This design comes from an exercise in tuning for small area and a short achievable clock period on the open sky130 flow, not from production work.
Where RTL was checked, it was by simulation tests only, not by an equivalence proof against the original.

## pluto_spi_rspi
module pluto_spi_rspi(clk, SCK, MOSI, MISO, SSEL, LED, nRESET, quadA, quadB, quadZ, up, down, dout, din);
parameter QW = 14;
input clk;
input SCK, SSEL, MOSI, nRESET;
output MISO;
output LED;
input [7:0] din;
input [3:0] quadA;
input [3:0] quadB;
input [3:0] quadZ;
output [9:0] dout;
output [3:0] up;
output [3:0] down;
wire rst = ~nRESET;
reg [9:0] real_dout;
assign dout = real_dout;
reg Zpolarity;
wire [QW-1:0] c0, c1, c2, c3, i0, i1, i2, i3;
quad q0(clk, rst, quadA[0], quadB[0], quadZ[0] ^ Zpolarity, c0, i0);
quad q1(clk, rst, quadA[1], quadB[1], quadZ[1] ^ Zpolarity, c1, i1);
quad q2(clk, rst, quadA[2], quadB[2], quadZ[2] ^ Zpolarity, c2, i2);
quad q3(clk, rst, quadA[3], quadB[3], quadZ[3] ^ Zpolarity, c3, i3);
wire [27:0] quad0 = {i0, c0};
wire [27:0] quad1 = {i1, c1};
wire [27:0] quad2 = {i2, c2};
wire [27:0] quad3 = {i3, c3};
reg [2:0] SCKr, SSELr;
always @(posedge clk) begin
    SCKr  <= rst ? 3'b0 : {SCKr[1:0], SCK};
    SSELr <= rst ? 3'b0 : {SSELr[1:0], SSEL};
end
wire SCK_risingedge  = ~SCKr[2] & SCKr[1];
wire SCK_fallingedge = SCKr[2] & ~SCKr[1];
wire SSEL_active = ~SSELr[1];
wire SSEL_startmessage = SSELr[2] & ~SSELr[1];
reg [2:0] bitcnt;
reg byte_received;
  ...
Size: about 1,800 cells after synthesis, about 0.014 mm^2 of cells after synthesis.
==> module pluto_spi_rspi, before the edit <==
module pluto_spi_rspi(clk, SCK, MOSI, MISO, SSEL, LED, nRESET, quadA, quadB, quadZ, up, down, dout, din);
parameter QW = 14;
input clk;
input SCK, SSEL, MOSI, nRESET;
output MISO;
output LED;
input [7:0] din;
input [3:0] quadA;
input [3:0] quadB;
input [3:0] quadZ;
output [9:0] dout;
output [3:0] up;
output [3:0] down;
wire rst = ~nRESET;
reg [9:0] real_dout;
assign dout = real_dout;
reg Zpolarity;
wire [QW-1:0] c0, c1, c2, c3, i0, i1, i2, i3;
quad q0(clk, rst, quadA[0], quadB[0], quadZ[0] ^ Zpolarity, c0, i0);
quad q1(clk, rst, quadA[1], quadB[1], quadZ[1] ^ Zpolarity, c1, i1);
quad q2(clk, rst, quadA[2], quadB[2], quadZ[2] ^ Zpolarity, c2, i2);
quad q3(clk, rst, quadA[3], quadB[3], quadZ[3] ^ Zpolarity, c3, i3);
wire [27:0] quad0 = {i0, c0};
wire [27:0] quad1 = {i1, c1};
wire [27:0] quad2 = {i2, c2};
wire [27:0] quad3 = {i3, c3};
reg [2:0] SCKr, SSELr;
always @(posedge clk) begin
    SCKr  <= rst ? 3'b0 : {SCKr[1:0], SCK};
    SSELr <= rst ? 3'b0 : {SSELr[1:0], SSEL};
end
wire SCK_risingedge  = ~SCKr[2] & SCKr[1];
wire SCK_fallingedge = SCKr[2] & ~SCKr[1];
wire SSEL_active = ~SSELr[1];
wire SSEL_startmessage = SSELr[2] & ~SSELr[1];
reg [2:0] bitcnt;
reg byte_received;
reg [4:0] spibytecnt;
reg [7:0] data_recvd;
reg [7:0] data_sent;
reg [7:0] data_outbuf;
reg [7:0] data_inbuf;
always @(posedge clk) begin
    if (rst) begin
        bitcnt <= 3'b0;
        byte_received <= 1'b0;
        spibytecnt <= 5'b0;
        data_sent <= 8'b0;
    end else begin
        if (SSEL_startmessage) begin
            bitcnt <= 3'b000;
            spibytecnt <= 5'b00000;
        end
        if (SSEL_active) begin
            if (SCK_risingedge) begin
                bitcnt <= bitcnt + 3'b001;
                if (bitcnt == 3'b000) data_sent <= data_outbuf;
            end else if (SCK_fallingedge) begin
                data_sent <= {data_sent[6:0], 1'b0};
                if (bitcnt == 3'b000) spibytecnt <= spibytecnt + 5'b00001;
            end
            byte_received <= SCK_risingedge && (bitcnt == 3'b111);
        end
    end
end
assign MISO = data_sent[7];
always @(posedge clk)
    if (SSEL_active & SCK_risingedge) data_recvd <= {data_recvd[6:0], MOSI};
reg [7:0] outmux;
always @(*) begin
    case (spibytecnt)
    5'd0:  outmux = quad0[7:0];
    5'd1:  outmux = quad0[15:8];
    5'd2:  outmux = quad0[23:16];
    5'd3:  outmux = {4'b0, quad0[27:24]};
    5'd4:  outmux = quad1[7:0];
    5'd5:  outmux = quad1[15:8];
    5'd6:  outmux = quad1[23:16];
    5'd7:  outmux = {4'b0, quad1[27:24]};
    5'd8:  outmux = quad2[7:0];
    5'd9:  outmux = quad2[15:8];
    5'd10: outmux = quad2[23:16];
    5'd11: outmux = {4'b0, quad2[27:24]};
    5'd12: outmux = quad3[7:0];
    5'd13: outmux = quad3[15:8];
    5'd14: outmux = quad3[23:16];
    5'd15: outmux = {4'b0, quad3[27:24]};
    5'd16: outmux = din;
    5'd17: outmux = {quadB, quadZ};
    5'd18: outmux = {4'b0, quadA};
    5'd19: outmux = 8'b0;
    default: outmux = {3'b0, spibytecnt};
    endcase
end
always @(posedge clk) begin
    if (rst) data_outbuf <= 8'b0;
    else if (SSEL_active) data_outbuf <= outmux;
end
wire br_next = SSEL_active ? (SCK_risingedge & (bitcnt == 3'b111)) : byte_received;
wire wr_next = ~SSELr[0] & br_next;
wire [4:0] sbc_next = SSEL_startmessage ? 5'd0 : spibytecnt;
reg ld_inbuf, ld0, ld1, ld2, ld3, ldd;
always @(posedge clk) begin
    if (rst) begin
        ld_inbuf <= 1'b0;
        {ld3, ld2, ld1, ld0} <= 4'b0;
        ldd <= 1'b0;
    end else begin
        ld_inbuf <= wr_next & ~sbc_next[0] & ~sbc_next[4] & (~sbc_next[3] | (sbc_next[2:1] == 2'b00));
        ld0 <= wr_next & (sbc_next == 5'd1);
        ld1 <= wr_next & (sbc_next == 5'd3);
        ld2 <= wr_next & (sbc_next == 5'd5);
        ld3 <= wr_next & (sbc_next == 5'd7);
        ldd <= wr_next & (sbc_next == 5'd9);
    end
end
always @(posedge clk) begin
    if (rst) data_inbuf <= 8'b0;
    else if (ld_inbuf) data_inbuf <= data_recvd;
end
always @(posedge clk) begin
    if (rst) begin
        real_dout <= 10'b0;
        Zpolarity <= 1'b0;
    end else if (ldd) begin
        real_dout <= {data_recvd[1:0], data_inbuf};
        Zpolarity <= data_recvd[7];
    end
end
wire [10:0] nv_duty = {data_recvd[2:0], data_inbuf};
wire nv_iu = data_recvd[4];
wire nv_id = data_recvd[5];
wire nv_pdm = data_recvd[6];
wire nv_sd = data_recvd[7];
reg [10:0] duty0, duty1, duty2, duty3;
reg [3:0] iu, id, sd;
reg pdm;
reg [10:0] pnext;
always @(posedge clk) pnext <= rst ? 11'd1 : pnext + 11'd1;
wire [10:0] duty0_n = ld0 ? nv_duty : duty0;
wire [10:0] duty1_n = ld1 ? nv_duty : duty1;
wire [10:0] duty2_n = ld2 ? nv_duty : duty2;
wire [10:0] duty3_n = ld3 ? nv_duty : duty3;
wire [3:0] ldv = {ld3, ld2, ld1, ld0};
wire [3:0] iu_n = (ldv & {4{nv_iu}}) | (~ldv & iu);
wire [3:0] id_n = (ldv & {4{nv_id}}) | (~ldv & id);
wire [3:0] sd_n = (ldv & {4{nv_sd}}) | (~ldv & sd);
wire pdm_n = ld0 ? nv_pdm : pdm;
always @(posedge clk) begin
    if (rst) begin
        duty0 <= 11'b0; duty1 <= 11'b0; duty2 <= 11'b0; duty3 <= 11'b0;
        iu <= 4'b0; id <= 4'b0; sd <= 4'b0; pdm <= 1'b0;
    end else begin
        duty0 <= duty0_n; duty1 <= duty1_n; duty2 <= duty2_n; duty3 <= duty3_n;
        iu <= iu_n; id <= id_n; sd <= sd_n; pdm <= pdm_n;
    end
end
wire [10:0] prev = {pnext[4], pnext[5], pnext[6], pnext[7], pnext[8], pnext[9],
                    pnext[10], pnext[3:0]};
wire [10:0] cmp_n = pdm_n ? prev : pnext;
wire [3:0] act_n = {duty3_n > cmp_n, duty2_n > cmp_n, duty1_n > cmp_n, duty0_n > cmp_n};
reg [3:0] up_r, down_r;
reg led_r;
always @(posedge clk) begin
    if (rst) begin
        up_r <= 4'b0;
        down_r <= 4'b0;
        led_r <= 1'b0;
    end else begin
        up_r <= iu_n ^ (~sd_n & act_n);
        down_r <= id_n ^ (sd_n & act_n);
        led_r <= iu_n[0] ^ id_n[0] ^ act_n[0];
    end
end
assign up = up_r;
assign down = down_r;
assign LED = led_r;
endmodule
==> flow/config.mk <==
export PLATFORM = sky130hd
export DESIGN_NAME = pluto_spi_rspi
export DESIGN_NICKNAME = pluto_spi_rspi
export VERILOG_FILES = /design/flow/design.v
export SDC_FILE = /design/flow/constraint.sdc
export NUM_CORES = 4
export LEC_CHECK = 0
export ABC_AREA = 1
export CAP_MARGIN = 20
export CORE_MARGIN = 2
export CORE_UTILIZATION = 60
export CTS_BUF_LIST = sky130_fd_sc_hd__clkbuf_16
export CTS_CLUSTER_DIAMETER = 80
export CTS_CLUSTER_SIZE = 25
export SETUP_SLACK_MARGIN = 5.0
export SLEW_MARGIN = 20
==> flow/constraint.sdc <==
create_clock -name core_clock -period 8.0 [get_ports {clk}]
set_input_delay 1.6000 -clock core_clock [delete_from_list [all_inputs] [get_ports {clk}]]
set_output_delay 1.6000 -clock core_clock [all_outputs]
set_load 0.01 [all_outputs]
run.sh (not shown) runs the stock make flow with config.mk's settings and CLKGATE_MAP_FILE= SYNTH_SCRIPT=/design/flow/synth_recipe.tcl, a recipe that flattens the netlist after the stock synthesis.
==> next run, changes <==
--- a/flow/design.v
+++ b/flow/design.v
@@ -203,13 +203,17 @@
         iu <= iu_n; id <= id_n; sd <= sd_n; pdm <= pdm_n;
     end
 end
 wire [10:0] prev = {pnext[4], pnext[5], pnext[6], pnext[7], pnext[8], pnext[9],
                     pnext[10], pnext[3:0]};
 wire [10:0] cmp_n = pdm_n ? prev : pnext;
-wire [3:0] act_n = {duty3_n > cmp_n, duty2_n > cmp_n, duty1_n > cmp_n, duty0_n > cmp_n};
+wire [3:0] act_n;
+pwm_gt g0(duty0_n, cmp_n, act_n[0]);
+pwm_gt g1(duty1_n, cmp_n, act_n[1]);
+pwm_gt g2(duty2_n, cmp_n, act_n[2]);
+pwm_gt g3(duty3_n, cmp_n, act_n[3]);
 reg [3:0] up_r, down_r;
 reg led_r;
 always @(posedge clk) begin
     if (rst) begin
         up_r <= 4'b0;
         down_r <= 4'b0;
@@ -221,6 +225,16 @@
     end
 end
 assign up = up_r;
 assign down = down_r;
 assign LED = led_r;
 endmodule
+module pwm_gt(a, b, gt);
+input [10:0] a, b;
+output reg gt;
+integer k;
+always @(*) begin
+    gt = 1'b0;
+    for (k = 0; k < 11; k = k + 1)
+        gt = (a[k] & ~b[k]) | ((a[k] | ~b[k]) & gt);
+end
+endmodule
Clock skew barely changes; sequential cell count stays the same; synthesized area falls by a few percent; die area fell by a few percent; non-clock buffer count drops by 2; global-route usage shrinks by 2.7 points; wire length went down by roughly a tenth; utilization barely changes.
No functional check of the RTL was part of the first run of this note.

## what the ideal ports hide
The results above use ideal ports. As a check the final layouts listed here were re-extracted and re-timed, cells and wires unchanged.
Step 1: set_driving_cell puts a clkbuf_16 on clk and a buf_2 on each other input, an assumption about the parent block.
Step 2 also shifts input and output timing later by t, the mid clock arrival at the registers, as if the neighbouring blocks saw the same clock.
Slacks: no drivers / after step 1 / after step 2; pairs: no drivers / after step 1.
run	shift t [ns]	slack for setup (ns)	worst hold slack (ns)	slew at the worst register clock pin (ns)
the first run	0.553	5.055 / 5.005 / 4.583	0.430 / 0.430 / 0.430	0.11 / 0.11
the second run	0.544	5.044 / 4.996 / 4.579	0.431 / 0.431 / 0.431	0.10 / 0.10
After both steps setup and hold are still met in every run listed. For the first run, which loses most, drivers alone change the setup slack by -0.050 ns; drivers and shift together by -0.472 ns.
